Context: an optimization exercise on an open-source flow, tuned for small area and a short achievable clock period. The choices shown serve that exercise and are no tape-out recipe.
Only simulation tests tie the RTL to the original design; equivalence was not proved.
Power and IR drop assume default switching activity.

## flow/design.v (module list and top-level ports; edited modules follow where they fit)
// module ksa_inv: 5 lines
// module ksa_nand2: 5 lines
// module ksa_nor2: 5 lines
// module ksa_nand3: 5 lines
// module ksa_nand4: 5 lines
// module ksa_and2: 5 lines
// module ksa_and3: 5 lines
// module ksa_xor2: 5 lines
// module ksa_xnor2: 5 lines
// module ksa_aoi21: 5 lines
// module ksa_a21boi: 5 lines
// module ksa_oai21: 5 lines
// module ksa_fa: 7 lines
// module ksa_ha: 6 lines
// module VKSA_blocks: 263 lines
// module VKSA_256: 1827 lines
// module VKSA_256_top: 21 lines
module VKSA_256_top (in_clk, in_A, in_B, in_CI, out_S, out_CO);
  // ...
==> flow/flow/run.sh <==
#!/bin/bash
# Standard synthesis and layout, but with plain buffers on the ports
# (buffer_ports would otherwise pick clkdlybuf4s50_1, a slow delay cell).
set -euo pipefail
bash standard.sh synth > synth.log 2>&1
bash standard.sh "BUFFER_PORTS_ARGS=-buffer_cell ${PORT_BUF:-sky130_fd_sc_hd__buf_1}" finish > layout.log 2>&1
==> flow/standard.sh <==
#!/bin/bash
# synth_recipe.tcl (not shown) runs the flow's synth.tcl, then flattens the netlist and writes it again
# the make line also repeats each setting of config.mk as NAME=value (left out here)
make -C /OpenROAD-flow-scripts/flow DESIGN_CONFIG=/design/flow/config.mk WORK_HOME=/design/flow/orfs CLKGATE_MAP_FILE= SYNTH_SCRIPT=/design/flow/synth_recipe.tcl "${@:-finish}"
==> flow/config.mk <==
export PLATFORM = sky130hd
export DESIGN_NAME = VKSA_256_top
export DESIGN_NICKNAME = VKSA_256_top
export VERILOG_FILES = /design/flow/design.v
export SDC_FILE = /design/flow/constraint.sdc
export NUM_CORES = 4
export LEC_CHECK = 0
export CAP_MARGIN = 20
export CORE_AREA = 17 17 227 227
export CTS_CLUSTER_DIAMETER = 120
export CTS_CLUSTER_SIZE = 24
export DIE_AREA = 0 0 244 244
export SETUP_SLACK_MARGIN = 3.25
export SLEW_MARGIN = 20
export SYNTH_HIERARCHICAL = 1
export TNS_END_PERCENT = 5
==> flow/constraint.sdc <==
create_clock -name core_clock -period 5.5 [get_ports {in_clk}]
set_input_delay 1.1000 -clock core_clock [delete_from_list [all_inputs] [get_ports {in_clk}]]
set_output_delay 1.1000 -clock core_clock [all_outputs]
set_load 0.01 [all_outputs]
==> summary.txt, run 1 <==
* Max_cap viols at 0
* Longest Clk Path Bufs at 3
* Initial Util at 51.6%
* Hold WC Path Type: reg -> reg
* Asr flop ratio synth at 0%
* CTS root buf: clkbuf_16
* # fillers at 3595
* Via count at 16200
* Gr ovfl total at 0
* Largest net degree at the start of global routing at 25
* Met2 Use GR at 47.5%
* Nets at 3493
* WP depth at 13
* Worst hold margin at 335 ps
* Origin of the worst setup path: r_bs[83]
* Seq pwr share at 54.6%
* Status: no timing/DRC/antenna violations
* Switching power at 3.34 mW
* R2R Path End: out_S[126]
* Vias in the first global route at 17600
* Biggest Area Class: registers
* Top flop regs: out_S: 256 flops, r_bs: 256 flops, r_bg: 65 flops
* Data arrival, critical path at 2820 ps
* Met2 routed WL at 43000 um
* Worst Hold End: out_S[2]
* Synth Area per Inst at 11.9 sq um
* # DRC at 0
* Sequential cell count at 578
* Slew headroom at 75.1%
* F_max at 0.427 GHz
* Drt total wl at 82000 um
* LEAKAGE at 11.4 nW
* Die ar. at 0.0595 sq mm
* Area growth from synthesis to layout at 27.4%
* Worst slew pin tran at 375 ps
* Gpl congestion at 0.951
* Hold_buf cts at 0
* Post-layout instance area at 0.0285 sq mm
==> run 2: changes to the inputs <==
==> flow/flow/run.sh (replaced) <==
#!/bin/bash
# Standard synthesis and layout, with plain minimum-size buffers on the ports
# (buffer_ports would otherwise pick clkdlybuf4s50_1, a slow delay cell), and
# with every gate reset to its smallest drive strength after global placement
# (flow/downsize.tcl), so that timing repair upsizes only what it needs.
set -euo pipefail
bash standard.sh synth > synth.log 2>&1
bash standard.sh "BUFFER_PORTS_ARGS=-buffer_cell sky130_fd_sc_hd__buf_1" \
  "POST_GLOBAL_PLACE_TCL=$PWD/flow/downsize.tcl" finish > layout.log 2>&1
==> flow/flow/downsize.tcl (new file) <==
# Start timing repair from minimum-size gates: every combinational cell that
# synthesis mapped to a larger drive strength is swapped for the smallest cell
# of the same function (same name but for the drive-strength suffix). The
# resizer then upsizes only the gates that timing needs.
set n 0
set saved 0.0
foreach inst [get_cells *] {
  set lc [get_lib_cells -of_objects $inst]
  if {$lc eq "" || $lc eq "NULL"} { continue }
  set name [get_name $lc]
  if {![regexp {^(sky130_fd_sc_hd__[a-z0-9]+)_([0-9]+)$} $name -> base drive]} { continue }
  if {[string match "*df*" $base] || [string match "*clk*" $base] || [string match "*tap*" $base]} { continue }
  set best $name
  set best_area [get_property $lc area]
  foreach cand [get_lib_cells ${base}_*] {
    set cname [get_name $cand]
    if {![regexp "^${base}_\[0-9\]+\$" $cname]} { continue }
    if {[get_property $cand dont_use]} { continue }
    set a [get_property $cand area]
    if {$a < $best_area} { set best $cname; set best_area $a }
  }
  if {$best ne $name} {
    set saved [expr {$saved + [get_property $lc area] - $best_area}]
    replace_cell $inst [get_lib_cells $best]
    incr n
  }
}
puts "downsize.tcl: downsized $n cells, [format %.1f $saved] um2"
--- a/flow/config.mk
+++ b/flow/config.mk
@@ -10,7 +10,7 @@
 export CTS_CLUSTER_DIAMETER = 120
 export CTS_CLUSTER_SIZE = 24
 export DIE_AREA = 0 0 244 244
-export SETUP_SLACK_MARGIN = 3.25
+export SETUP_SLACK_MARGIN = 3.3
 export SLEW_MARGIN = 20
 export SYNTH_HIERARCHICAL = 1
 export TNS_END_PERCENT = 5
==> summary.txt, run 2 <==
* GRT Total Usage at 25.7% (about the same)
* Status: no timing/DRC/antenna violations (unchanged)
* YS warnings at 7 (unchanged)
* Routed Antenna Nets at 0 (unchanged)
* Final worst-path setup slack at 3220 ps (was 3160 ps)
* H-tree levels at 1 (unchanged)
* Largest net degree at the start of global routing at 25 (unchanged)
* TritonCTS clock tree: built (unchanged)
* Max_cap viols at 0 (unchanged)
* Fin util at 65.9% (was 65.7%)
* Final min period at 2280 ps (was 2340 ps)
* DRT iter0 DRCs at 851 (was 734)
* LEAKAGE at 11.7 nW (was 11.4 nW)
* Critical Path Source Type: primary input (was flop)
* Peak supply drop at 0.259 mV (was 0.220 mV)
* Layout cell share with drive strength beyond 1 at 19.2% (was 15.7%)
* Num CTS Buffers at 28 (unchanged)
* Dpl hpwl at 72500 um (was 72100 um)
* Cell repeated most along the worst path: fa_1 (was a21oi_4)
* Nets at 3504 (was 3493)
* Synth top cells by count: dfxtp_1 (578), fa_1 (192), nor2_1 (180) (unchanged)
* Synth Area in Simple Gates at 9.10% (unchanged)
* Die X at 244 um (unchanged)
* Synth area leader: dfxtp_1 (unchanged)
* Yosys cell types at 13 (unchanged)
* Post-synthesis mux area share at 0% (unchanged)
* Setup violations, final at 0 (unchanged)
* Max Slew Vio Count at 0 (unchanged)
* Global-route wire length before repair at 116000 um (about the same)
* Pre-Repair DR Iteration Count at 5 (unchanged)
* Buf/Inv on CP at 1 (was 4)
* Antenna violations before repair at 4 (was 3)
* Setup crit end kind: flop (unchanged)
* Via count at 16400 (was 16200)
* Area contributors post-synth: dfxtp_1 (52%), fa_1 (17%), xor2_1 (5.8%) (unchanged)
* Num rows at 76 (unchanged)
* Clock sinks at 578 (unchanged)
* Sum Neg Setup Slack at 0 ps (unchanged)
* Synth Area per Inst at 11.9 sq um (unchanged)
* Xor/xnor share of the synthesized area at 9.91% (unchanged)
* Slew headroom at 73.8% (was 75.1%)
* FF+latch count, synth at 578 (unchanged)
* Initial Util at 51.6% (unchanged)
* WS Path Type: in -> reg (was reg -> reg)
* Crit path cell chain: buf_1, ha_1, fa_1, fa_1, fa_1 (was nand4_1, inv_2, a21oi_4, o21ai_2, a21oi_2, buf_4, o21ai_4, a21oi_4, buf_6, inv_4, a21oi_4, nor2_1, xor2_1)
* Asr flop ratio synth at 0% (unchanged)
* EDFF count, synth at 0 (unchanged)
* DR WL/cell at 25.0 um (was 24.8 um)
* Family with the most delay on the worst path: adder cells (was compound AO/OA/AOI/OAI gates)
* # DRC at 0 (unchanged)
* Post-Synth Adder-Cell Area at 20.8% (unchanged)
* Via/cell ratio at 4.95 (was 4.90)
* DP Worst Slack at 1320 ps (was 1820 ps)
* # IOs at 771 (unchanged)
* Area of the mapped netlist at 0.0224 sq mm (unchanged)
* Clk_skew at 26.2 ps (was 20.3 ps)
* Fin crit share at 41.4% (was 42.6%)
* Die ar. at 0.0595 sq mm (unchanged)
* # fillers at 3517 (was 3595)
* Commonest non-fill, non-tap cell in the layout: buf_1 (unchanged)
* Register area share after synthesis at 51.7% (unchanged)
* Number of port buffers at 770 (unchanged)
* Vias in the first global route at 17400 (was 17600)
* Chip height at 244 um (unchanged)
* F_max at 0.439 GHz (was 0.427 GHz)
* CP max stage cell: fa_1 (was dfxtp_4)
* Worst slew pin tran at 393 ps (was 375 ps)
* CTS root buf: clkbuf_16 (unchanged)
* Sequential Area at 0.0117 sq mm (was 0.0116 sq mm)
* Top-count cell post-synth: dfxtp_1 (unchanged)
* Hold_buf cts at 0 (unchanged)
* Drt total wl at 83100 um (was 82000 um)
* Area growth from synthesis to layout at 27.7% (was 27.4%)
* Hold WC Path Type: reg -> reg (unchanged)
* Top flop regs: out_S: 256 flops, r_bs: 256 flops, r_bg: 65 flops (unchanged)
* Synth top area share at 51.7% (unchanged)
* Pwr per Cell Area at 362 mW/mm^2 (was 361 mW/mm^2)
* Clock latency on the worst-skew pair at 590 ps (about the same)
* Final Hold Viols at 0 (unchanged)
* Post-Syn Nets at 2642 (unchanged)
* Main combinational cell family by area after synthesis: adder cells (unchanged)
* Most frequent cells in the layout: buf_1 (700), dfxtp_1 (482), fa_1 (191) (was buf_1 (767), dfxtp_1 (519), fa_1 (177))
* Core footprint at 0.0434 sq mm (unchanged)
* Multi-input gate area at 0.0114 sq mm (was 0.0115 sq mm)
* Req. time, crit path at 5960 ps (was 5970 ps)
* Worst-path maximum fanout at 1 (was 5)
* Reg clk slew, reported paths at 100 ps (was 90 ps)
* Gr ovfl total at 0 (unchanged)
* Data arrival, critical path at 2730 ps (was 2820 ps)
* RSZ-0062 raised after global routing: true (unchanged)
* Mapped Cells at 1872 (unchanged)
* Main synth FF type: dfxtp_1 (unchanged)
* Longest Clk Path Bufs at 3 (unchanged)
* Post-synthesis compound-gate area fraction at 6.30% (unchanged)
* Max incr delay on CP at 470 ps (was 370 ps)
[run 2: what timing repair did]
action,CTS,global route
setup endpoints to repair,497,463
resized for setup,289,268
setup buffers,27,37
gates cloned,0,0
pin swaps,24,59
[run 2: Yosys stat by module (local to each module, per instance), a selection]
module,copies in the design,flip-flops and latches
ksa_xnor2,105,0
ksa_fa,192,0
ksa_aoi21,118,0
ksa_nand3,63,0
ksa_nand2,138,0
ksa_xor2,148,0
[run 2: cell families (layout without fill, tap and decap cells)]
| logic type | Yosys count | count (layout) |
|---|---|---|
| buffers and inverters | 127 | 989 |
| adders and majority gates | 256 | 256 |
| xor gates and xnor gates | 253 | 253 |
| AOI/OAI and AO/OA | 193 | 193 |
| DFF | 578 | 578 |
| other | 0 | 1 |
| and+or+nand+nor | 465 | 465 |
[run 2: final cells by class]
cell class / instances / share of cell area [%]
antenna: 1 / 0.00876
tap: 585 / 2.56
timing repair buffer: 835 / 12.2
clock buffer: 29 / 2.54
inverter: 124 / 1.64
sequential: 578 / 41.0
clock inverter: 1 / 0.105
multi-input combinational: 1167 / 40.0
[run 2: per-layer routing]
metal  up-vias  share of wire [%]  global-route usage, %
met4         6                2.2                   5.06
met2       494                 54                   49.6
li1       7763                  -                      -
met5         -              0.049                      0
met3        95                6.1                   6.41
met1      8091                 37                   28.2
[run 2: stage by stage]
| step | cell area (sq um) | total power [mW] | cells | hold slack (ps) |
|---|---|---|---|---|
| finish | 28600 | 10.3 | 3320 | 344 |
| global route | 28600 | 10.8 | 3319 | 350 |
| CTS | 27500 | 10.3 | 3282 | 342 |
| detailed placement | 25500 | 7.93 | 3225 | 320 |
| global placement | 26200 | 7.99 | 3225 | 311 |
| floorplan | 22600 | 6.61 | 1872 | 392 |
[run 2: worst paths after layout]
check | startpoint | endpoint | slack [ps] | depth (start not counted)
hold / removal | r_bs[2] | out_S[2] | 340 | 0
hold reg to reg | r_bs[2] | out_S[2] | 340 | 0
setup reg to reg | r_bs[59] | out_S[211] | 3250 | 11
setup / recovery | in_A[131] | r_bs[134] | 3220 | 5
[run 2: report_power, final]
group	switching (mW)	total (mW)	internal [mW]
Sequential	0.587	5.65	5.07
Clock	1.26	2.21	0.949
Combinational	1.50	2.48	0.978
Total	3.35	10.3	6.99
==> run 3: changes to the inputs <==
--- a/flow/config.mk
+++ b/flow/config.mk
@@ -10,7 +10,8 @@
 export CTS_CLUSTER_DIAMETER = 120
 export CTS_CLUSTER_SIZE = 24
 export DIE_AREA = 0 0 244 244
-export SETUP_SLACK_MARGIN = 3.3
+export GPL_ROUTABILITY_DRIVEN = 0
+export SETUP_SLACK_MARGIN = 3.25
 export SLEW_MARGIN = 20
 export SYNTH_HIERARCHICAL = 1
 export TNS_END_PERCENT = 5
==> summary.txt, run 3 <==
* Routed Antenna Nets at 0 (unchanged)
* Area of the mapped netlist at 0.0224 sq mm (unchanged)
* YS warnings at 7 (unchanged)
* Fin crit share at 42.5% (was 41.4%)
* # DRC at 0 (unchanged)
* Post-Synth Adder-Cell Area at 20.8% (unchanged)
* Status: no timing/DRC/antenna violations (unchanged)
* Register area share after synthesis at 51.7% (unchanged)
* Nets at 3488 (was 3504)
* Synth top cells by count: dfxtp_1 (578), fa_1 (192), nor2_1 (180) (unchanged)
* Worst slew pin tran at 488 ps (was 393 ps)
* Most frequent cells in the layout: buf_1 (766), dfxtp_1 (542), fa_1 (192) (was buf_1 (700), dfxtp_1 (482), fa_1 (191))
* Antenna violations before repair at 1 (was 4)
* Origin of the worst setup path: r_bs[83] (was in_A[131])
* Int Power at 6.92 mW (was 6.99 mW)
* # IOs at 771 (unchanged)
* Peak supply drop at 0.225 mV (was 0.259 mV)
* Gr ovfl total at 0 (unchanged)
* Fin util at 64.7% (was 65.9%)
* Drt total wl at 81800 um (was 83100 um)
* Ant diodes at 0 (was 1)
* FF+latch count, synth at 578 (unchanged)
* Area growth from synthesis to layout at 25.5% (was 27.7%)
* Die X at 244 um (unchanged)
* Worst reg-to-reg setup slack at 3160 ps (was 3250 ps)
* Die ar. at 0.0595 sq mm (unchanged)
* Asr flop ratio synth at 0% (unchanged)
* Met3 routed WL at 5860 um (was 5050 um)
* Switching power at 3.32 mW (was 3.35 mW)
* Core footprint at 0.0434 sq mm (unchanged)
* Min-delay src: r_bs[2] (unchanged)
* EDFF count, synth at 0 (unchanged)
* DRT iter0 DRCs at 877 (was 851)
* R2R depth at 11 (unchanged)
* Clock latency on the worst-skew pair at 580 ps (was 590 ps)
* Pwr per Cell Area at 365 mW/mm^2 (was 362 mW/mm^2)
* R2R Path End: out_S[233] (was out_S[211])
* Setup crit end kind: flop (unchanged)
* Req. time, crit path at 5980 ps (was 5960 ps)
* Synth top area share at 51.7% (unchanged)
* GRT Total Usage at 25.6% (was 25.7%)
* Num CTS Buffers at 28 (unchanged)
* Hold path depth at 0 (unchanged)
* Final min period at 2340 ps (was 2280 ps)
* Main combinational cell family by area after synthesis: adder cells (unchanged)
* TritonCTS clock tree: built (unchanged)
* Data arrival, critical path at 2820 ps (was 2730 ps)
* Global-route wire length before repair at 116000 um (about the same)
* Initial Util at 51.6% (unchanged)
* Net Sw Frac at 32.4% (about the same)
* Longest Clk Path Bufs at 3 (unchanged)
* Clk_skew at 25.0 ps (was 26.2 ps)
* Main synth FF type: dfxtp_1 (unchanged)
* LEAKAGE at 11.4 nW (was 11.7 nW)
* Reg clk slew, reported paths at 100 ps (about the same)
* Mapped Cells at 1872 (unchanged)
* Dpl hpwl at 72000 um (was 72500 um)
* Synth Area per Inst at 11.9 sq um (unchanged)
* Yosys cell types at 13 (unchanged)
* Top-count cell post-synth: dfxtp_1 (unchanged)
* Hold WC Path Type: reg -> reg (unchanged)
* Clk pwr share at 21.7% (was 21.4%)
* Seq pwr share at 54.8% (was 54.7%)
* Post-synthesis mux area share at 0% (unchanged)
* CTS root buf: clkbuf_16 (unchanged)
* Layout cell share with drive strength beyond 1 at 12.7% (was 19.2%)
* DR WL/cell at 24.8 um (was 25.0 um)
* Num rows at 76 (unchanged)
* Worst Hold End: out_S[2] (unchanged)
* Chip height at 244 um (unchanged)
* Worst-path maximum fanout at 5 (was 1)
* F_max at 0.428 GHz (was 0.439 GHz)
* Critical Path Source Type: flop (was primary input)
* H-tree levels at 1 (unchanged)
* Area contributors post-synth: dfxtp_1 (52%), fa_1 (17%), xor2_1 (5.8%) (unchanged)
* Via count at 16300 (was 16400)
* Xor/xnor share of the synthesized area at 9.91% (unchanged)
* Met1 Routed Length at 30000 um (was 30900 um)
* Max_cap viols at 0 (unchanged)
* Synth Area in Simple Gates at 9.10% (unchanged)
* Worst hold margin at 337 ps (was 344 ps)
* Commonest non-fill, non-tap cell in the layout: buf_1 (unchanged)
* Top flop regs: out_S: 256 flops, r_bs: 256 flops, r_bg: 65 flops (unchanged)
* Synth area leader: dfxtp_1 (unchanged)
* R2r startpoint: r_bs[83] (was r_bs[59])
* WS Path Type: reg -> reg (was in -> reg)
* Post-Syn Nets at 2642 (unchanged)
* Final Hold Viols at 0 (unchanged)
* Vias in the first global route at 17300 (was 17400)
* Post-synthesis compound-gate area fraction at 6.30% (unchanged)
* Via/cell ratio at 4.94 (was 4.95)
* Pre-Repair DR Iteration Count at 7 (was 5)
* RSZ-0062 raised after global routing: true (unchanged)
* Number of port buffers at 770 (unchanged)
* Setup violations, final at 0 (unchanged)
* Met2 routed WL at 44300 um (was 45200 um)
* Max Slew Vio Count at 0 (unchanged)
* Slew headroom at 67.4% (was 73.8%)
* Logic pwr share at 23.4% (was 24.0%)
* Sum Neg Setup Slack at 0 ps (unchanged)
* Top routing layer in use: met4 (was met5)
* Largest net degree at the start of global routing at 25 (unchanged)
* # fillers at 3654 (was 3517)
* Clock sinks at 578 (unchanged)
[run 3: layout make-up]
type	instances	area (sq um)	share of cell area, %
repair buffers	819	3300	11.8
clock buffers	29	726	2.59
well taps	585	732	2.61
multi-input cells	1167	11200	39.9
flip-flops and latches	578	11600	41.4
inverters	124	468	1.67
clock inverters	1	30.0	0.107
[run 3: critical path, cell delays in order, from the launching register on]
cell     delay (ps)
dfxtp_4         380
nand4_1         240
inv_2           180
nand2_4         100
nor2_4          210
nand2_4         110
o21ai_4         210
a21oi_4          90
o21ai_4         310
buf_6           160
nand3_1          90
xnor2_1         140
[run 3: kinds of logic (layout without fill, tap and decap cells)]
logic type,count (synthesis),after routing
buffers and inverters,127,973
flip-flops,578,578
XOR/XNOR,253,253
AND/OR/NAND/NOR,465,465
adder cells (fa/ha/maj),256,256
AO/OA/AOI/OAI,193,193
[run 3: timing repair]
action                                 in CTS  in global routing
pin swaps                                  24                 54
setup endpoints to repair                 343                349
endpoints found under the hold margin       0                  0
gates cloned                                0                  0
buffers inserted                           28                 20
hold buffers                                0                  0
gates resized for setup                   194                176
[run 3: Yosys stat by module (local to each module, per instance), excerpt]
module,cells,times used,area (sq um),flops+latches
ksa_xor2,1,148,8.76,0
ksa_oai21,1,75,5.00,0
ksa_nand2,1,138,3.75,0
VKSA_256_top,578,1,11600,578
ksa_fa,1,192,20.0,0
ksa_nand4,1,84,6.26,0
ksa_xnor2,1,105,8.76,0
ksa_inv,1,124,3.75,0
ksa_nand3,1,63,5.00,0
ksa_nor2,1,180,3.75,0
ksa_ha,1,64,12.5,0
ksa_aoi21,1,118,8.76,0
VKSA_256,3,1,22.5,0
[run 3: worst max path at each step]
stage / cells past startpoint / to
after global placement: 11 / out_S[246]
after detailed placement: 11 / out_S[229]
after floorplan: 4 / r_bs[130]
after global routing: 12 / out_S[164]
after CTS: 1 / out_S[121]
final: 11 / out_S[233]
[run 3: routing by layer]
layer,global-route usage [%],vias up
met5,0,-
met4,4.61,0
met3,7.13,72
met2,48.9,518
met1,28.2,7997
li1,-,7720
[run 3: metrics by stage]
stage          power [mW]  setup slack [ps]  cell area, sq um  instances
6_report             10.2              3160             28100       3303
5_1_grt              10.7              3040             28100       3303
4_1_cts              10.2              3160             27300       3283
3_5_place_dp         7.90              1500             25500       3225
3_3_place_gp         7.95              2000             26100       3225
2_1_floorplan        6.61              2920             22500       1872
[run 3: power groups by stage]
stage,clock [mW],sequential (mW),combinational [mW]
detailed placement,0,5.68,2.22
global route,2.42,5.70,2.61
finish,2.23,5.62,2.40
floorplan,0,5.78,0.831
global placement,0,5.68,2.28
CTS,2.27,5.60,2.37
==> run 4: changes to the inputs <==
--- a/flow/config.mk
+++ b/flow/config.mk
@@ -10,7 +10,7 @@
 export CTS_CLUSTER_DIAMETER = 120
 export CTS_CLUSTER_SIZE = 24
 export DIE_AREA = 0 0 244 244
-export GPL_ROUTABILITY_DRIVEN = 0
+export PLACE_DENSITY = 0.4
 export SETUP_SLACK_MARGIN = 3.25
 export SLEW_MARGIN = 20
 export SYNTH_HIERARCHICAL = 1
==> summary.txt, run 4 <==
* LEAKAGE at 11.3 nW (was 11.4 nW)
* Setup crit end kind: output port (was flop)
* Switching power at 3.25 mW (was 3.32 mW)
* # IOs at 771 (unchanged)
* Max incr delay on CP at 320 ps (was 380 ps)
* Gr ovfl total at 0 (unchanged)
* # DRC at 0 (unchanged)
* Initial Util at 51.6% (unchanged)
* Hold WC Path Type: reg -> reg (unchanged)
* Core footprint at 0.0434 sq mm (unchanged)
* Max Slew Vio Count at 0 (unchanged)
* Clock latency on the worst-skew pair at 580 ps (about the same)
* Req. time, crit path at 4400 ps (was 5980 ps)
* Sequential Area at 0.0117 sq mm (was 0.0116 sq mm)
* DP Worst Slack at 1350 ps (was 1500 ps)
* Data arrival, critical path at 1210 ps (was 2820 ps)
* Family with the most delay on the worst path: flip-flops (was simple AND/OR/NAND/NOR gates)
* Setup violations, final at 0 (unchanged)
* Synth top area share at 51.7% (unchanged)
* Clk pwr share at 21.7% (about the same)
* Int Power at 6.92 mW (about the same)
* Multi-input gate area at 0.0111 sq mm (was 0.0112 sq mm)
* Reg clk slew, reported paths at 90 ps (was 100 ps)
* Clock sinks at 578 (unchanged)
* Via count at 16200 (was 16300)
* Worst slew pin tran at 404 ps (was 488 ps)
* Crit path cell chain: buf_1 (was nand4_1, inv_2, nand2_4, nor2_4, nand2_4, o21ai_4, a21oi_4, o21ai_4, buf_6, nand3_1, xnor2_1)
* Grt met3 use at 7.08% (was 7.13%)
* Main synth FF type: dfxtp_1 (unchanged)
* H-tree levels at 1 (unchanged)
* CTS root buf: clkbuf_16 (unchanged)
* Clk_skew at 24.6 ps (was 25.0 ps)
* Area of the mapped netlist at 0.0224 sq mm (unchanged)
* Peak supply drop at 0.250 mV (was 0.225 mV)
* Hold path depth at 0 (unchanged)
* Synth Area per Inst at 11.9 sq um (unchanged)
* Seq pwr share at 55.1% (was 54.8%)
* Area contributors post-synth: dfxtp_1 (52%), fa_1 (17%), xor2_1 (5.8%) (unchanged)
* Routed Antenna Nets at 0 (unchanged)
* Drt total wl at 79400 um (was 81800 um)
* DR WL/cell at 24.0 um (was 24.8 um)
* Antenna violations before repair at 2 (was 1)
* Pwr per Cell Area at 364 mW/mm^2 (was 365 mW/mm^2)
* Top flop regs: out_S: 256 flops, r_bs: 256 flops, r_bg: 65 flops (unchanged)
* Via/cell ratio at 4.91 (was 4.94)
* Buf/Inv on CP at 1 (was 2)
* Die ar. at 0.0595 sq mm (unchanged)
* Yosys cell types at 13 (unchanged)
* Largest net degree at the start of global routing at 25 (unchanged)
* Busiest grt layer: met2 (unchanged)
* Synth area leader: dfxtp_1 (unchanged)
* Final Hold Viols at 0 (unchanged)
* R2r startpoint: r_bs[69] (was r_bs[83])
* CP max stage cell: dfxtp_1 (was dfxtp_4)
* Final min period at 2310 ps (was 2340 ps)
* Sum Neg Setup Slack at 0 ps (unchanged)
* Max_cap viols at 0 (unchanged)
* GRT Total Usage at 24.8% (was 25.6%)
* Worst-path maximum fanout at 1 (was 5)
* Num CTS Buffers at 28 (unchanged)
* Met2 Use GR at 47.4% (was 48.9%)
* DRT iter0 DRCs at 761 (was 877)
* Met1 usage at 27.0% (was 28.2%)
* Vias in the first global route at 17200 (was 17300)
* RSZ-0062 raised after global routing: true (unchanged)
* Num rows at 76 (unchanged)
* # fillers at 3667 (was 3654)
* Chip height at 244 um (unchanged)
* Post-Syn Nets at 2642 (unchanged)
* Dpl hpwl at 69900 um (was 72000 um)
* Status: no timing/DRC/antenna violations (unchanged)
* Synth top cells by count: dfxtp_1 (578), fa_1 (192), nor2_1 (180) (unchanged)
* Pre-Repair DR Iteration Count at 5 (was 7)
* Final worst-path setup slack at 3190 ps (was 3160 ps)
* Die X at 244 um (unchanged)
* Number of port buffers at 770 (unchanged)
* Fin crit share at 42.0% (was 42.5%)
* FF+latch count, synth at 578 (unchanged)
* Slew headroom at 73.1% (was 67.4%)
* EDFF count, synth at 0 (unchanged)
* Logic pwr share at 23.2% (was 23.4%)
* Layout cell share with drive strength beyond 1 at 13.1% (was 12.7%)
* Global-route wire length before repair at 113000 um (was 116000 um)
* Commonest non-fill, non-tap cell in the layout: buf_1 (unchanged)
* Register area share after synthesis at 51.7% (unchanged)
* Most frequent cells in the layout: buf_1 (764), dfxtp_1 (514), fa_1 (192) (was buf_1 (766), dfxtp_1 (542), fa_1 (192))
* R2R Path End: out_S[142] (was out_S[233])
* Critical Path Source Type: flop (unchanged)
* TritonCTS clock tree: built (unchanged)
* Min-delay src: r_bs[2] (unchanged)
* Top-count cell post-synth: dfxtp_1 (unchanged)
* Asr flop ratio synth at 0% (unchanged)
* Worst reg-to-reg setup slack at 3220 ps (was 3160 ps)
* Nets at 3485 (was 3488)
* Area growth from synthesis to layout at 24.9% (was 25.5%)
* YS warnings at 7 (unchanged)
* WS Path Type: reg -> out (was reg -> reg)
* R2R depth at 11 (unchanged)
* Longest Clk Path Bufs at 3 (unchanged)
* F_max at 0.433 GHz (was 0.428 GHz)
* Net Sw Frac at 31.9% (was 32.4%)
* Mapped Cells at 1872 (unchanged)
* Worst Hold End: out_S[2] (unchanged)
==> run 4: cell types whose count changed in the layout (fill, tap and decap cells not counted), moves of 3 or more <==
cell / before / now
dfxtp_2: 34 / 64
nor2_4: 30 / 25
nand2_4: 5 / 0
nand2_2: 28 / 32
o21ai_1: 33 / 38
a21oi_2: 47 / 54
a21oi_4: 37 / 31
inv_2: 10 / 7
clkbuf_2: 0 / 4
dfxtp_1: 542 / 514
nor2_1: 125 / 132
inv_1: 113 / 117
o21ai_2: 17 / 13
==> run 4: area by class of cell <==
class                           count  share of cell area (%)
Antenna cell                        2                  0.0179
Clock buffer                       29                    2.60
Clock inverter                      1                   0.107
Inverter                          124                    1.67
Multi-Input combinational cell   1167                    39.6
Sequential cell                   578                    41.7
Tap cell                          585                    2.62
Timing Repair Buffer              816                    11.7
==> run 4: modules after synthesis (local to each module, per instance), excerpt <==
module	area, sq um	cells	times used
ksa_fa	20.0	1	192
ksa_nand4	6.26	1	84
ksa_xor2	8.76	1	148
ksa_nand3	5.00	1	63
ksa_oai21	5.00	1	75
ksa_xnor2	8.76	1	105
ksa_inv	3.75	1	124
ksa_nand2	3.75	1	138
VKSA_256_top	11600	578	1
ksa_ha	12.5	1	64
VKSA_256	22.5	3	1
ksa_nor2	3.75	1	180
ksa_aoi21	8.76	1	118
==> run 4: kinds of logic after synthesis <==
group | synth area share, %
and+or+nand+nor | 9.10
adders and majority gates | 20.8
buffers and inverters | 2.18
xor gates and xnor gates | 9.91
DFF | 51.7
AOI/OAI and AO/OA | 6.30
==> run 4: through the flow <==
step | hold WS (ps) | instances | cell area [sq um] | util (%) | power [mW]
after global routing | 352 | 3302 | 27900 | 64.4 | 10.7
after global placement | 311 | 3225 | 26100 | 60.2 | 7.92
after floorplan | 392 | 1872 | 22500 | - | 6.61
final | 334 | 3302 | 27900 | 64.4 | 10.2
after detailed placement | 312 | 3225 | 25500 | 58.9 | 7.86
after CTS | 334 | 3280 | 27100 | 62.5 | 10.2
==> run 4: layer usage <==
metal  vias to the layer above  share of wire [%]  routed length, um
met2                       488                 54              42800
met5                         -                  0                  0
met3                        72                7.3               5770
met1                      7921                 37              29100
met4                         0                2.1               1680
li1                       7718                  -                  -
==> run 4: how the worst max path moves through the flow <==
stage | start | endpoint | depth (start not counted)
2_1_floorplan | in_A[127] | r_bs[130] | 4
3_3_place_gp | r_bs[3] | out_S[246] | 11
3_5_place_dp | r_bs[3] | out_S[254] | 12
4_1_cts | r_bs[20] | out_S[149] | 11
5_1_grt | r_bs[107] | out_S[205] | 11
6_report | out_S[52] | out_S[52] | 1
==> run 4: power groups by stage <==
| stage | clock network (mW) | registers (mW) | logic (mW) |
|---|---|---|---|
| floorplan | 0 | 5.78 | 0.831 |
| global placement | 0 | 5.66 | 2.26 |
| detailed placement | 0 | 5.66 | 2.20 |
| CTS | 2.25 | 5.58 | 2.33 |
| global route | 2.40 | 5.69 | 2.58 |
| finish | 2.21 | 5.60 | 2.36 |
==> run 4: repair_timing <==
action,CTS,global route
pin swaps,14,33
gates resized for setup,142,221
hold buffers,0,0
setup endpoints to repair,334,311
setup buffers,25,20
==> run 5: changes to the inputs <==
--- a/flow/config.mk
+++ b/flow/config.mk
@@ -10,7 +10,6 @@
 export CTS_CLUSTER_DIAMETER = 120
 export CTS_CLUSTER_SIZE = 24
 export DIE_AREA = 0 0 244 244
-export PLACE_DENSITY = 0.4
 export SETUP_SLACK_MARGIN = 3.25
 export SLEW_MARGIN = 20
 export SYNTH_HIERARCHICAL = 1
==> summary.txt, run 5 <==
* Antenna violations before repair at 0 (was 2)
* Origin of the worst setup path: out_S[121] (was out_S[52])
* Hold WC Path Type: reg -> reg (unchanged)
* Clk_skew at 28.7 ps (was 24.6 ps)
* Nets at 3495 (was 3485)
* Area of the mapped netlist at 0.0224 sq mm (unchanged)
* Crit path cell chain: buf_1 (unchanged)
* Dpl hpwl at 71900 um (was 69900 um)
* Num CTS Buffers at 28 (unchanged)
* WP depth at 1 (unchanged)
* Area contributors post-synth: dfxtp_1 (52%), fa_1 (17%), xor2_1 (5.8%) (unchanged)
* Placed cell areas at 0.0255 sq mm (unchanged)
* Yosys cell types at 13 (unchanged)
* # DRC at 0 (unchanged)
* Worst-path maximum fanout at 1 (unchanged)
* WS Path Type: reg -> out (unchanged)
* Vias in the first global route at 17600 (was 17200)
* # IOs at 771 (unchanged)
* RSZ-0062 raised after global routing: true (unchanged)
* Die X at 244 um (unchanged)
* Initial Util at 51.6% (unchanged)
* Synth top cells by count: dfxtp_1 (578), fa_1 (192), nor2_1 (180) (unchanged)
* Register area share after synthesis at 51.7% (unchanged)
* Largest net degree at the start of global routing at 25 (unchanged)
* FF+latch count, synth at 578 (unchanged)
* Worst reg-to-reg setup slack at 3200 ps (was 3220 ps)
* Chip height at 244 um (unchanged)
* Die ar. at 0.0595 sq mm (unchanged)
* CTS root buf: clkbuf_16 (unchanged)
* Setup violations, final at 0 (unchanged)
* Drt total wl at 82300 um (was 79400 um)
* Max Slew Vio Count at 0 (unchanged)
* Mapped Cells at 1872 (unchanged)
* Max_cap viols at 0 (unchanged)
* Core footprint at 0.0434 sq mm (unchanged)
* Data arrival, critical path at 1210 ps (about the same)
* Number of port buffers at 770 (unchanged)
* Post-Syn Nets at 2642 (unchanged)
* Slew headroom at 67.4% (was 73.1%)
* Buf/Inv on CP at 1 (unchanged)
* R2R depth at 11 (unchanged)
* Top-count cell post-synth: dfxtp_1 (unchanged)
* Fin crit share at 42.0% (about the same)
* Max incr delay on CP at 420 ps (was 320 ps)
* Commonest non-fill, non-tap cell in the layout: buf_1 (unchanged)
* R2r startpoint: r_bs[19] (was r_bs[69])
* Synth Area per Inst at 11.9 sq um (unchanged)
* R2R Path End: out_S[210] (was out_S[142])
* DR WL/cell at 24.9 um (was 24.0 um)
* Gr ovfl total at 0 (unchanged)
* F_max at 0.433 GHz (about the same)
* Via/cell ratio at 4.96 (was 4.91)
* Family with the most delay on the worst path: flip-flops (unchanged)
* Status: no timing/DRC/antenna violations (unchanged)
* Main synth FF type: dfxtp_1 (unchanged)
* CP Capture Point: out_S[121] (was out_S[52])
* Asr flop ratio synth at 0% (unchanged)
* Num rows at 76 (unchanged)
* Routed Antenna Nets at 0 (unchanged)
* Setup crit end kind: output port (unchanged)
* Multi-input gate area at 0.0113 sq mm (was 0.0111 sq mm)
* Reg clk slew, reported paths at 100 ps (was 90 ps)
* Sequential Area at 0.0117 sq mm (about the same)
* Min-delay src: r_bs[1] (was r_bs[2])
* CP max stage cell: dfxtp_1 (unchanged)
* Req. time, crit path at 4400 ps (about the same)
* TritonCTS clock tree: built (unchanged)
* DRT iter0 DRCs at 826 (was 761)
* Final Hold Viols at 0 (unchanged)
* # fillers at 3606 (was 3667)
* Global-route wire length before repair at 117000 um (was 113000 um)
* Final min period at 2310 ps (about the same)
* Pre-Repair DR Iteration Count at 7 (was 5)
* Most frequent cells in the layout: buf_1 (762), dfxtp_1 (513), fa_1 (192) (was buf_1 (764), dfxtp_1 (514), fa_1 (192))
* Layout cell share with drive strength beyond 1 at 14.5% (was 13.1%)
* Peak supply drop at 0.235 mV (was 0.250 mV)
* Ant diodes at 0 (was 2)
* Post-layout instance area at 0.0283 sq mm (was 0.0279 sq mm)
* Longest Clk Path Bufs at 3 (unchanged)
* YS warnings at 7 (unchanged)
* Critical Path Source Type: flop (unchanged)
* Area growth from synthesis to layout at 26.5% (was 24.9%)
* Top flop regs: out_S: 256 flops, r_bs: 256 flops, r_bg: 65 flops (unchanged)
* EDFF count, synth at 0 (unchanged)
* Worst slew pin tran at 489 ps (was 404 ps)
* LEAKAGE at 11.5 nW (was 11.3 nW)
* Synth area leader: dfxtp_1 (unchanged)
* H-tree levels at 1 (unchanged)
* Pwr per Cell Area at 363 mW/mm^2 (was 364 mW/mm^2)
* Sum Neg Setup Slack at 0 ps (unchanged)
* Clock latency on the worst-skew pair at 590 ps (was 580 ps)
* Synth top area share at 51.7% (unchanged)
* Via count at 16400 (was 16200)
* Clock sinks at 578 (unchanged)
* GRT Total Usage at 25.7% (was 24.8%)
[run 5: per-stage QoR]
| stage | worst slack (ps) | hold slack, ps | total power [mW] | std cells | util (%) |
|---|---|---|---|---|---|
| after floorplan | 2920 | 392 | 6.61 | 1872 | - |
| after global placement | 1960 | 312 | 7.96 | 3225 | 60.2 |
| after detailed placement | 1470 | 319 | 7.90 | 3225 | 58.9 |
| after CTS | 3140 | 342 | 10.2 | 3287 | 62.9 |
| after global routing | 3100 | 352 | 10.8 | 3310 | 65.2 |
| final | 3190 | 339 | 10.3 | 3310 | 65.2 |
[run 5: repair_timing]
action,in CTS,in global routing
setup endpoints to repair,361,345
buffers inserted,32,23
pin swaps,26,45
resized for setup,181,248
hold buffers,0,0
gates cloned,0,0
[run 5: how the worst min path moves through the flow]
stage / depth (start not counted) / endpoint
final: 0 / out_S[1]
after global routing: 0 / out_S[1]
after CTS: 0 / out_S[1]
after detailed placement: 0 / out_S[1]
after global placement: 0 / out_S[0]
after floorplan: 2 / out_CO
[run 5: layout make-up]
type                    count  share of cell area, %
flip-flops and latches    578                   41.2
multi-input cells        1167                   40.1
repair buffers            826                   11.8
well taps                 585                   2.59
clock buffers              29                   2.57
inverters                 124                   1.65
clock inverters             1                  0.106
[run 5: per-layer routing]
metal	global-route usage (%)	vias up	part of all wire, %
met1	28.6	8097	37
met3	6.72	76	6.7
li1	-	7728	-
met5	0	-	0
met4	4.63	0	2.0
met2	49.0	515	54
[run 5: kinds of logic (layout without fill, tap and decap cells)]
logic type / Yosys count / count (layout) / synth area share [%]
AND/OR/NAND/NOR: 465 / 465 / 9.10
XOR/XNOR: 253 / 253 / 9.91
AO/OA/AOI/OAI: 193 / 193 / 6.30
flip-flops: 578 / 578 / 51.7
adder cells (fa/ha/maj): 256 / 256 / 20.8
buffers and inverters: 127 / 980 / 2.18
[run 5: modules after synthesis (local to each module, per instance), a selection]
module | cells inside | flip-flops and latches | cell area, sq um | times used
ksa_nand4 | 1 | 0 | 6.26 | 84
VKSA_256_top | 578 | 578 | 11600 | 1
ksa_nand2 | 1 | 0 | 3.75 | 138
ksa_inv | 1 | 0 | 3.75 | 124
ksa_ha | 1 | 0 | 12.5 | 64
ksa_oai21 | 1 | 0 | 5.00 | 75
[run 5: power by group]
| part | switching, mW | total (mW) | internal [mW] |
|---|---|---|---|
| combinational | 1.49 | 2.42 | 0.930 |
| sequential | 0.568 | 5.62 | 5.06 |
| clock | 1.28 | 2.23 | 0.950 |
==> run 6: changes to the inputs <==
--- a/flow/config.mk
+++ b/flow/config.mk
@@ -10,6 +10,7 @@
 export CTS_CLUSTER_DIAMETER = 120
 export CTS_CLUSTER_SIZE = 24
 export DIE_AREA = 0 0 244 244
+export PLACE_DENSITY = 0.45
 export SETUP_SLACK_MARGIN = 3.25
 export SLEW_MARGIN = 20
 export SYNTH_HIERARCHICAL = 1
==> summary.txt, run 6 <==
* Num CTS Buffers at 28 (unchanged)
* Mapped Cells at 1872 (unchanged)
* Buf/Inv on CP at 1 (unchanged)
* Layout cell share with drive strength beyond 1 at 13.1% (was 14.5%)
* Post-Syn Nets at 2642 (unchanged)
* Critical Path Source Type: flop (unchanged)
* Yosys cell types at 13 (unchanged)
* H-tree levels at 1 (unchanged)
* Family with the most delay on the worst path: flip-flops (unchanged)
* Clk_skew at 24.6 ps (was 28.7 ps)
* Core footprint at 0.0434 sq mm (unchanged)
* Asr flop ratio synth at 0% (unchanged)
* Setup violations, final at 0 (unchanged)
* CTS root buf: clkbuf_16 (unchanged)
* TritonCTS clock tree: built (unchanged)
* Worst reg-to-reg setup slack at 3220 ps (was 3200 ps)
* Num rows at 76 (unchanged)
* # DRC at 0 (unchanged)
* Routed Antenna Nets at 0 (unchanged)
* Top-count cell post-synth: dfxtp_1 (unchanged)
* Most frequent cells in the layout: buf_1 (764), dfxtp_1 (514), fa_1 (192) (was buf_1 (762), dfxtp_1 (513), fa_1 (192))
* Switching power at 3.25 mW (was 3.34 mW)
* Net Sw Frac at 31.9% (was 32.5%)
* Sum Neg Setup Slack at 0 ps (unchanged)
* Clock latency on the worst-skew pair at 580 ps (was 590 ps)
* Clock sinks at 578 (unchanged)
* WP depth at 1 (unchanged)
* Synth top area share at 51.7% (unchanged)
* Data arrival, critical path at 1210 ps (about the same)
* Area of the mapped netlist at 0.0224 sq mm (unchanged)
* Max incr delay on CP at 320 ps (was 420 ps)
* RSZ-0062 raised after global routing: true (unchanged)
* Final Hold Viols at 0 (unchanged)
* Nets at 3485 (was 3495)
* Peak supply drop at 0.250 mV (was 0.235 mV)
* Worst hold margin at 334 ps (was 339 ps)
* Setup crit end kind: output port (unchanged)
* Vias in the first global route at 17200 (was 17600)
* Int Power at 6.92 mW (was 6.94 mW)
* EDFF count, synth at 0 (unchanged)
* Die X at 244 um (unchanged)
* Logic pwr share at 23.2% (was 23.5%)
* Main synth FF type: dfxtp_1 (unchanged)
* Non-Filler Instances at 3302 (was 3310)
* Worst-path maximum fanout at 1 (unchanged)
* WS Path Type: reg -> out (unchanged)
* Initial Util at 51.6% (unchanged)
* DRT iter0 DRCs at 761 (was 826)
* Final worst-path setup slack at 3190 ps (about the same)
* CP max stage cell: dfxtp_1 (unchanged)
* Top flop regs: out_S: 256 flops, r_bs: 256 flops, r_bg: 65 flops (unchanged)
* Dpl hpwl at 69900 um (was 71900 um)
* F_max at 0.433 GHz (about the same)
* Register area share after synthesis at 51.7% (unchanged)
* Pre-Repair DR Iteration Count at 5 (was 7)
* Slew headroom at 73.1% (was 67.4%)
* Crit path cell chain: buf_1 (unchanged)
* Area growth from synthesis to layout at 24.9% (was 26.5%)
* Req. time, crit path at 4400 ps (about the same)
* YS warnings at 7 (unchanged)
* Chip height at 244 um (unchanged)
* Final min period at 2310 ps (about the same)
* # IOs at 771 (unchanged)
* Max Slew Vio Count at 0 (unchanged)
* Pwr per Cell Area at 364 mW/mm^2 (was 363 mW/mm^2)
* Reg clk slew, reported paths at 90 ps (was 100 ps)
* Fin crit share at 42.0% (about the same)
* Max_cap viols at 0 (unchanged)
* Largest net degree at the start of global routing at 25 (unchanged)
* FF+latch count, synth at 578 (unchanged)
* Synth area leader: dfxtp_1 (unchanged)
* DP Worst Slack at 1350 ps (was 1470 ps)
* GRT Total Usage at 24.8% (was 25.7%)
* Synth Area per Inst at 11.9 sq um (unchanged)
* Longest Clk Path Bufs at 3 (unchanged)
* Number of port buffers at 770 (unchanged)
* Synth top cells by count: dfxtp_1 (578), fa_1 (192), nor2_1 (180) (unchanged)
* Gr ovfl total at 0 (unchanged)
* Seq pwr share at 55.1% (was 54.7%)
* Status: no timing/DRC/antenna violations (unchanged)
* Via/cell ratio at 4.91 (was 4.96)
* Area contributors post-synth: dfxtp_1 (52%), fa_1 (17%), xor2_1 (5.8%) (unchanged)
* Die ar. at 0.0595 sq mm (unchanged)
* LEAKAGE at 11.3 nW (was 11.5 nW)
* Hold path depth at 0 (unchanged)
* Commonest non-fill, non-tap cell in the layout: buf_1 (unchanged)
* Dpl cells at 3225 (unchanged)
* Antenna violations before repair at 2 (was 0)
* Hold WC Path Type: reg -> reg (unchanged)
* Drt total wl at 79400 um (was 82300 um)
* DR WL/cell at 24.0 um (was 24.9 um)
* Clk pwr share at 21.7% (about the same)
* R2R depth at 11 (unchanged)
* Global-route wire length before repair at 113000 um (was 117000 um)
* Worst slew pin tran at 404 ps (was 489 ps)
* Via count at 16200 (was 16400)
* # fillers at 3667 (was 3606)
## run 6: cell counts after synthesis
No cell type changed its count.
## run 6: layer usage
layer	track usage, %	routed length [um]	up-vias
met5	0	0	-
met4	4.66	1680	0
met3	7.08	5770	72
met2	47.4	42800	488
met1	27.0	29100	7921
li1	-	-	7718
## run 6: cell type report
class                      instances  area, sq um  area share (%)
inverter                         124          465            1.67
timing repair buffer             816         3280            11.7
clock buffer                      29          726            2.60
tap                              585          732            2.62
sequential                       578        11700            41.7
clock inverter                     1         30.0           0.107
antenna                            2         5.00          0.0179
multi-input combinational       1167        11100            39.6
## run 6: Yosys stat by module (local to each module, per instance), a selection
module / flops+latches / copies in the design / area [sq um]
ksa_nand3: 0 / 63 / 5.00
VKSA_256_top: 578 / 1 / 11600
VKSA_256: 0 / 1 / 22.5
ksa_oai21: 0 / 75 / 5.00
ksa_fa: 0 / 192 / 20.0
ksa_inv: 0 / 124 / 3.75
ksa_nand2: 0 / 138 / 3.75
ksa_xnor2: 0 / 105 / 8.76
ksa_xor2: 0 / 148 / 8.76
ksa_nand4: 0 / 84 / 6.26
ksa_aoi21: 0 / 118 / 8.76
ksa_ha: 0 / 64 / 12.5
ksa_nor2: 0 / 180 / 3.75
## run 6: stage by stage
step,instance area [sq um],power [mW],util (%)
3_5_place_dp,25500,7.86,58.9
4_1_cts,27100,10.2,62.5
3_3_place_gp,26100,7.92,60.2
6_report,27900,10.2,64.4
2_1_floorplan,22500,6.61,-
5_1_grt,27900,10.7,64.4
## run 6: path summary, 6_finish.rpt
path                   from    endpoint
setup / recovery  out_S[52]   out_S[52]
hold / removal      r_bs[2]    out_S[2]
setup reg to reg   r_bs[69]  out_S[142]
hold reg to reg     r_bs[2]    out_S[2]
## run 6: cell families (layout without fill, tap and decap cells)
| family | after synthesis | in the layout | synth area share [%] |
|---|---|---|---|
| DFF | 578 | 578 | 51.7 |
| and+or+nand+nor | 465 | 465 | 9.10 |
| adders and majority gates | 256 | 256 | 20.8 |
| xor gates and xnor gates | 253 | 253 | 9.91 |
| AOI/OAI and AO/OA | 193 | 193 | 6.30 |
| buffers and inverters | 127 | 970 | 2.18 |
| other | 0 | 2 | 0 |
## run 6: power by group through the flow
stage	Clock (mW)	Combinational (mW)	Sequential [mW]
after detailed placement	0	2.20	5.66
after global placement	0	2.26	5.66
after CTS	2.25	2.33	5.58
after global routing	2.40	2.58	5.69
final	2.21	2.36	5.60
after floorplan	0	0.831	5.78
## run 6: repair_timing
item / in CTS / in global routing
buffers inserted: 25 / 20
hold buffers: 0 / 0
pin swaps: 14 / 33
gates resized for setup: 142 / 221
endpoints found under the setup margin: 334 / 311
==> run 7: changes to the inputs <==
--- a/flow/config.mk
+++ b/flow/config.mk
@@ -10,8 +10,8 @@
 export CTS_CLUSTER_DIAMETER = 120
 export CTS_CLUSTER_SIZE = 24
 export DIE_AREA = 0 0 244 244
-export PLACE_DENSITY = 0.45
+export PLACE_DENSITY = 0.5
 export SETUP_SLACK_MARGIN = 3.25
 export SLEW_MARGIN = 20
 export SYNTH_HIERARCHICAL = 1
-export TNS_END_PERCENT = 5
+export TNS_END_PERCENT = 10
==> summary.txt, run 7 <==
* F_max at 0.429 GHz (was 0.433 GHz)
* Chip height at 244 um (unchanged)
* EDFF count, synth at 0 (unchanged)
* Final Hold Viols at 0 (unchanged)
* Top flop regs: out_S: 256 flops, r_bs: 256 flops, r_bg: 65 flops (unchanged)
* Clock sinks at 578 (unchanged)
* Clock latency on the worst-skew pair at 590 ps (was 580 ps)
* Synth top area share at 51.7% (unchanged)
* Longest Clk Path Bufs at 3 (unchanged)
* Number of port buffers at 770 (unchanged)
* Fin crit share at 42.4% (was 42.0%)
* CTS root buf: clkbuf_16 (unchanged)
* Top-count cell post-synth: dfxtp_1 (unchanged)
* Setup violations, final at 0 (unchanged)
* Total power at 10.3 mW (was 10.2 mW)
* Area of the mapped netlist at 0.0224 sq mm (unchanged)
* Final min period at 2330 ps (was 2310 ps)
* Num rows at 76 (unchanged)
* Synth Area per Inst at 11.9 sq um (unchanged)
* Pwr per Cell Area at 360 mW/mm^2 (was 364 mW/mm^2)
* Slew headroom at 65.7% (was 73.1%)
* Family with the most delay on the worst path: adder cells (was flip-flops)
* Post-Syn Nets at 2642 (unchanged)
* Buf/Inv on CP at 1 (unchanged)
* Via count at 16300 (was 16200)
* Most frequent cells in the layout: buf_1 (760), dfxtp_1 (464), fa_1 (192) (was buf_1 (764), dfxtp_1 (514), fa_1 (192))
* # IOs at 771 (unchanged)
* Worst-path maximum fanout at 1 (unchanged)
* Reg clk slew, reported paths at 90 ps (about the same)
* Clk_skew at 28.5 ps (was 24.6 ps)
* Yosys cell types at 13 (unchanged)
* TritonCTS clock tree: built (unchanged)
* Cell repeated most along the worst path: fa_1
* WS Path Type: in -> reg (was reg -> out)
* YS warnings at 7 (unchanged)
* Largest net degree at the start of global routing at 25 (unchanged)
* Commonest non-fill, non-tap cell in the layout: buf_1 (unchanged)
* Max_cap viols at 0 (unchanged)
* Max incr delay on CP at 460 ps (was 320 ps)
* Peak supply drop at 0.359 mV (was 0.250 mV)
* Synth top cells by count: dfxtp_1 (578), fa_1 (192), nor2_1 (180) (unchanged)
* Layout cell share with drive strength beyond 1 at 17.4% (was 13.1%)
* GRT Total Usage at 25.5% (was 24.8%)
* Data arrival, critical path at 2790 ps (was 1210 ps)
* DRT iter0 DRCs at 786 (was 761)
* Main synth FF type: dfxtp_1 (unchanged)
* FF+latch count, synth at 578 (unchanged)
* Die ar. at 0.0595 sq mm (unchanged)
* Gr ovfl total at 0 (unchanged)
* Routed Antenna Nets at 0 (unchanged)
* Via/cell ratio at 4.95 (was 4.91)
* CP max stage cell: fa_1 (was dfxtp_1)
* Mapped Cells at 1872 (unchanged)
* H-tree levels at 1 (unchanged)
* RSZ-0062 raised after global routing: true (unchanged)
* Worst hold margin at 334 ps (about the same)
* Setup crit end kind: flop (was output port)
* Asr flop ratio synth at 0% (unchanged)
* Initial Util at 51.6% (unchanged)
* Area contributors post-synth: dfxtp_1 (52%), fa_1 (17%), xor2_1 (5.8%) (unchanged)
* Global-route wire length before repair at 115000 um (was 113000 um)
* Status: no timing/DRC/antenna violations (unchanged)
* Register area share after synthesis at 51.7% (unchanged)
* Dpl hpwl at 71500 um (was 69900 um)
* Die X at 244 um (unchanged)
* LEAKAGE at 11.6 nW (was 11.3 nW)
* Crit path cell chain: buf_1, ha_1, fa_1, fa_1, fa_1 (was buf_1)
* Hold WC Path Type: reg -> reg (unchanged)
* Sum Neg Setup Slack at 0 ps (unchanged)
* # DRC at 0 (unchanged)
* Num CTS Buffers at 28 (unchanged)
* DR WL/cell at 24.8 um (was 24.0 um)
* Pre-Repair DR Iteration Count at 5 (unchanged)
* Critical Path Source Type: primary input (was flop)
* Nets at 3483 (was 3485)
* Synth area leader: dfxtp_1 (unchanged)
* Max Slew Vio Count at 0 (unchanged)
* Drt total wl at 81900 um (was 79400 um)
* Worst slew pin tran at 514 ps (was 404 ps)
* Antenna violations before repair at 3 (was 2)
* Req. time, crit path at 5960 ps (was 4400 ps)
* Vias in the first global route at 17300 (was 17200)
* Core footprint at 0.0434 sq mm (unchanged)
* Area growth from synthesis to layout at 27.2% (was 24.9%)
[run 7: cell types whose count changed in the layout (fill, tap and decap cells not counted), moves of 13 or more]
cell and delta:
nand2_4 +17, dfxtp_2 +38, a21oi_4 +15, nand2_1 -16
inv_2 +19, inv_1 -19, dfxtp_1 -50, nor2_4 +13
[run 7: cell type report]
class,count,area (sq um)
clock inverter,1,30.0
timing repair buffer,814,3250
multi-input combinational,1167,11500
antenna,1,2.50
clock buffer,29,726
tap,585,732
sequential,578,11700
inverter,124,465
fill,3587,14900
[run 7: worst register-to-register path, stage by stage (launching register included)]
cell,delay (ps)
dfxtp_4,370
nand4_1,130
inv_2,80
a21oi_4,240
o21ai_4,130
a21oi_4,220
o21ai_4,120
a21oi_2,210
o21ai_4,90
buf_12,150
a21oi_4,180
nor2_1,80
xor2_1,160
[run 7: power breakdown]
group	internal (mW)	total (mW)	switching (mW)
clock network	0.949	2.21	1.26
logic	0.926	2.41	1.48
registers	5.07	5.64	0.569
total	6.94	10.3	3.31
[run 7: kinds of logic after synthesis]
| logic type | synth area share (%) |
|---|---|
| flops | 51.7 |
| simple gates | 9.10 |
| fa+ha+maj | 20.8 |
| xor+xnor | 9.91 |
| compound gates | 6.30 |
| buf+inv | 2.18 |
[run 7: worst paths after layout]
check	start	depth (start not counted)	slack, ps	endpoint
setup / recovery	in_A[119]	5	3170	r_bs[122]
hold reg to reg	r_bs[1]	0	330	out_S[1]
setup reg to reg	r_bs[59]	12	3230	out_S[141]
hold / removal	r_bs[1]	0	330	out_S[1]
[run 7: modules after synthesis (local to each module, per instance), a selection]
module	flops+latches	cells inside
ksa_ha	0	1
ksa_nand2	0	1
ksa_nand4	0	1
ksa_nor2	0	1
ksa_aoi21	0	1
ksa_xor2	0	1
VKSA_256	0	3
ksa_fa	0	1
ksa_oai21	0	1
VKSA_256_top	578	578
ksa_xnor2	0	1
ksa_nand3	0	1
ksa_inv	0	1
[run 7: timing repair]
action,CTS,global route
hold buffers,0,0
pin swaps,15,54
endpoints found under the setup margin,358,342
setup buffers,21,23
resized for setup,161,379
[run 7: through the flow]
step	util (%)	setup WS [ps]	area, sq um	instances
floorplan	-	2920	22600	1872
global placement	60.5	2100	26200	3224
detailed placement	58.9	1560	25500	3224
CTS	62.6	3130	27200	3275
global route	65.6	3140	28400	3299
finish	65.6	3170	28400	3299
[run 7: per-layer routing]
metal  track usage (%)  wire [um]  vias to the layer above
li1                  -          -                     7716
met1              28.2      30200                     7976
met2              48.2      43900                      541
met3              7.50       5980                       90
met4              4.43       1760                        0
met5                 0          0                        -
==> run 8: changes to the inputs <==
--- a/flow/config.mk
+++ b/flow/config.mk
@@ -6,7 +6,7 @@
 export NUM_CORES = 4
 export LEC_CHECK = 0
 export CAP_MARGIN = 20
-export CORE_AREA = 17 17 227 227
+export CORE_AREA = 10 10 234 234
 export CTS_CLUSTER_DIAMETER = 120
 export CTS_CLUSTER_SIZE = 24
 export DIE_AREA = 0 0 244 244
@@ -14,4 +14,4 @@
 export SETUP_SLACK_MARGIN = 3.25
 export SLEW_MARGIN = 20
 export SYNTH_HIERARCHICAL = 1
-export TNS_END_PERCENT = 10
+export TNS_END_PERCENT = 5
==> summary.txt, run 8 <==
* Worst hold margin at 335 ps (was 334 ps)
* Drt total wl at 75100 um (was 81900 um)
* Clk_skew at 27.7 ps (was 28.5 ps)
* Worst reg-to-reg setup slack at 3150 ps (was 3230 ps)
* Max Slew Vio Count at 0 (unchanged)
* Layout cell share with drive strength beyond 1 at 15.6% (was 17.4%)
* H-tree levels at 1 (unchanged)
* Hold WC Path Type: reg -> reg (unchanged)
* Largest net degree at the start of global routing at 25 (unchanged)
* YS warnings at 7 (unchanged)
* Longest Clk Path Bufs at 3 (unchanged)
* Area of the mapped netlist at 0.0224 sq mm (unchanged)
* Number of port buffers at 770 (unchanged)
* Setup crit end kind: flop (unchanged)
* # DRC at 0 (unchanged)
* Status: no timing/DRC/antenna violations (unchanged)
* Worst-path maximum fanout at 5 (was 1)
* Routed Antenna Nets at 0 (unchanged)
* Peak supply drop at 0.224 mV (was 0.359 mV)
* # fillers at 4560 (was 3587)
* TritonCTS clock tree: built (unchanged)
* Die X at 244 um (unchanged)
* Clock latency on the worst-skew pair at 590 ps (about the same)
* # IOs at 771 (unchanged)
* EDFF count, synth at 0 (unchanged)
* F_max at 0.425 GHz (was 0.429 GHz)
* Req. time, crit path at 5990 ps (was 5960 ps)
* Fin crit share at 42.8% (was 42.4%)
* Yosys cell types at 13 (unchanged)
* Area growth from synthesis to layout at 27.0% (was 27.2%)
* Post-Syn Nets at 2642 (unchanged)
* Mapped Cells at 1872 (unchanged)
* Most frequent cells in the layout: buf_1 (767), dfxtp_1 (484), fa_1 (192) (was buf_1 (760), dfxtp_1 (464), fa_1 (192))
* Via count at 16000 (was 16300)
* Max incr delay on CP at 370 ps (was 460 ps)
* Sum Neg Setup Slack at 0 ps (unchanged)
* Slew headroom at 70.8% (was 65.7%)
* CTS root buf: clkbuf_16 (unchanged)
* Dpl cells at 3312 (was 3224)
* Core footprint at 0.0499 sq mm (was 0.0434 sq mm)
* Top-count cell post-synth: dfxtp_1 (unchanged)
* Pwr per Cell Area at 360 mW/mm^2 (about the same)
* Sequential Area at 0.0117 sq mm (about the same)
* Non-Filler Instances at 3395 (was 3299)
* Via/cell ratio at 4.72 (was 4.95)
* Vias in the first global route at 17200 (was 17300)
* Critical Path Source Type: flop (was primary input)
* Global-route wire length before repair at 108000 um (was 115000 um)
* Chip height at 244 um (unchanged)
* Pre-Repair DR Iteration Count at 4 (was 5)
* Main synth FF type: dfxtp_1 (unchanged)
* Buf/Inv on CP at 4 (was 1)
* Num CTS Buffers at 28 (unchanged)
* FF+latch count, synth at 578 (unchanged)
* Initial Util at 44.8% (was 51.6%)
* GRT Total Usage at 24.1% (was 25.5%)
* LEAKAGE at 11.5 nW (was 11.6 nW)
* Synth top area share at 51.7% (unchanged)
* Placed cell areas at 0.0256 sq mm (was 0.0255 sq mm)
* DR WL/cell at 22.1 um (was 24.8 um)
* Asr flop ratio synth at 0% (unchanged)
* Dpl hpwl at 65000 um (was 71500 um)
* Antenna violations before repair at 4 (was 3)
* Area contributors post-synth: dfxtp_1 (52%), fa_1 (17%), xor2_1 (5.8%) (unchanged)
* RSZ-0062 raised after global routing: true (unchanged)
* Reg clk slew, reported paths at 90 ps (about the same)
* Num rows at 82 (was 76)
* Post-layout instance area at 0.0284 sq mm (about the same)
* Synth Area per Inst at 11.9 sq um (unchanged)
* Clock sinks at 578 (unchanged)
* Family with the most delay on the worst path: compound AO/OA/AOI/OAI gates (was adder cells)
* Synth top cells by count: dfxtp_1 (578), fa_1 (192), nor2_1 (180) (unchanged)
* CP max stage cell: dfxtp_4 (was fa_1)
* Cell repeated most along the worst path: a21oi_4 (was fa_1)
* Register area share after synthesis at 51.7% (unchanged)
* Setup violations, final at 0 (unchanged)
* Crit path cell chain: nand4_1, inv_2, a21oi_4, buf_6, o21ai_4, buf_6, a21oi_4, inv_2, a21oi_4, o21ai_4, a21oi_4, nor2_2, xor2_1 (was buf_1, ha_1, fa_1, fa_1, fa_1)
* Commonest non-fill, non-tap cell in the layout: buf_1 (unchanged)
* Final Hold Viols at 0 (unchanged)
* Multi-input gate area at 0.0113 sq mm (was 0.0115 sq mm)
* Die ar. at 0.0595 sq mm (unchanged)
* WS Path Type: reg -> reg (was in -> reg)
* Fin util at 57.0% (was 65.6%)
* Top flop regs: out_S: 256 flops, r_bs: 256 flops, r_bg: 65 flops (unchanged)
* Data arrival, critical path at 2840 ps (was 2790 ps)
* DRT iter0 DRCs at 687 (was 786)
* Max_cap viols at 0 (unchanged)
* Gr ovfl total at 0 (unchanged)
* Final min period at 2350 ps (was 2330 ps)
* Hold_buf cts at 0 (unchanged)
* Worst slew pin tran at 438 ps (was 514 ps)
* Nets at 3491 (was 3483)
* Synth area leader: dfxtp_1 (unchanged)
run 8: cell counts after synthesis:
No cell type changed its count.
run 8: layout make-up:
class / instances / area share, %
clock buffer: 29 / 2.55
tap: 672 / 2.96
antenna: 2 / 0.0176
timing repair buffer: 822 / 11.7
sequential: 578 / 41.2
inverter: 124 / 1.65
clock inverter: 1 / 0.106
multi-input combinational: 1167 / 39.8
run 8: worst paths after layout:
path	start	to	cells past startpoint
worst max-delay path	r_bs[11]	out_S[228]	13
worst min-delay path	r_bs[2]	out_S[2]	0
worst max register to register	r_bs[11]	out_S[228]	13
worst min register to register	r_bs[2]	out_S[2]	0
run 8: cells by family (layout without fill, tap and decap cells):
logic type	Yosys count	in the layout	synth area share, %
flops	578	578	51.7
simple gates	465	465	9.10
fa+ha+maj	256	256	20.8
xor+xnor	253	253	9.91
compound gates	193	193	6.30
buf+inv	127	976	2.18
other cells	0	2	0
run 8: through the flow:
stage,worst slack [ps],total power [mW]
after floorplan,2920,6.61
after global placement,2010,7.92
after detailed placement,1020,7.85
after CTS,3140,10.2
after global routing,3030,10.8
final,3150,10.2
run 8: report_power, final:
group          leakage [nW]  switching (mW)  internal, mW  total, mW
clock                 0.369            1.29         0.949       2.24
combinational          6.23            1.44         0.932       2.37
sequential             4.88           0.552          5.06       5.61
total                  11.5            3.28          6.94       10.2
run 8: per-layer routing:
layer  track usage [%]  up-vias  share of wire (%)
met5                 0        -              0.065
met4              8.15        6                3.7
met3              5.54      106                6.1
met2              43.8      500                 52
met1              27.4     7692                 38
li1                  -     7728                  -
run 8: timing repair:
item / CTS / global route
endpoints found under the hold margin: 0 / 0
setup buffers: 27 / 24
pin swaps: 24 / 60
gates resized for setup: 182 / 282
endpoints found under the setup margin: 349 / 330
run 8: Yosys stat by module (local to each module, per instance), excerpt:
module        cell area (sq um)  flops+latches  cells inside  copies in the design
ksa_aoi21                  8.76              0             1                   118
ksa_nor2                   3.75              0             1                   180
ksa_xnor2                  8.76              0             1                   105
ksa_fa                     20.0              0             1                   192
ksa_inv                    3.75              0             1                   124
VKSA_256                   22.5              0             3                     1
ksa_oai21                  5.00              0             1                    75
ksa_nand4                  6.26              0             1                    84
VKSA_256_top              11600            578           578                     1
ksa_nand2                  3.75              0             1                   138

==> port drivers added, routing unchanged <==
Ports are ideal in the flow. The routed layouts listed here were re-timed in OpenROAD. Step 1: set_driving_cell puts a clkbuf_16 on in_clk and a buf_2 on each other input, an assumption about the parent block. Step 2 times the ports against the registers' clock, not the clock port: input delays grow and output delays shrink by t, the midpoint of the rising clock arrivals with the driver on. Slacks: ideal / step 1 / step 2; pairs: ideal / step 1.
run | shift t [ns] | slack for setup (ns) | worst setup path at the end | cell pins on the clock port's net
run 1 | 0.641 | 3.156 / 3.113 / 2.600 | input to register | 1
run 2 | 0.636 | 3.221 / 3.171 / 2.611 | input to register | 1
run 3 | 0.633 | 3.164 / 3.121 / 2.620 | input to register | 1
run 4 | 0.627 | 3.191 / 3.131 / 2.624 | input to register | 1
run 5 | 0.634 | 3.189 / 3.128 / 2.600 | input to register | 1
run 6 | 0.627 | 3.191 / 3.131 / 2.624 | input to register | 1
run 7 | 0.633 | 3.168 / 3.131 / 2.568 | input to register | 1
run 8 | 0.643 | 3.146 / 3.104 / 2.603 | input to register | 1
After both steps setup and hold are still met in every run listed. The setup slack of run 2, which loses most, moves by -0.050 ns with the drivers and by -0.610 ns with both steps.
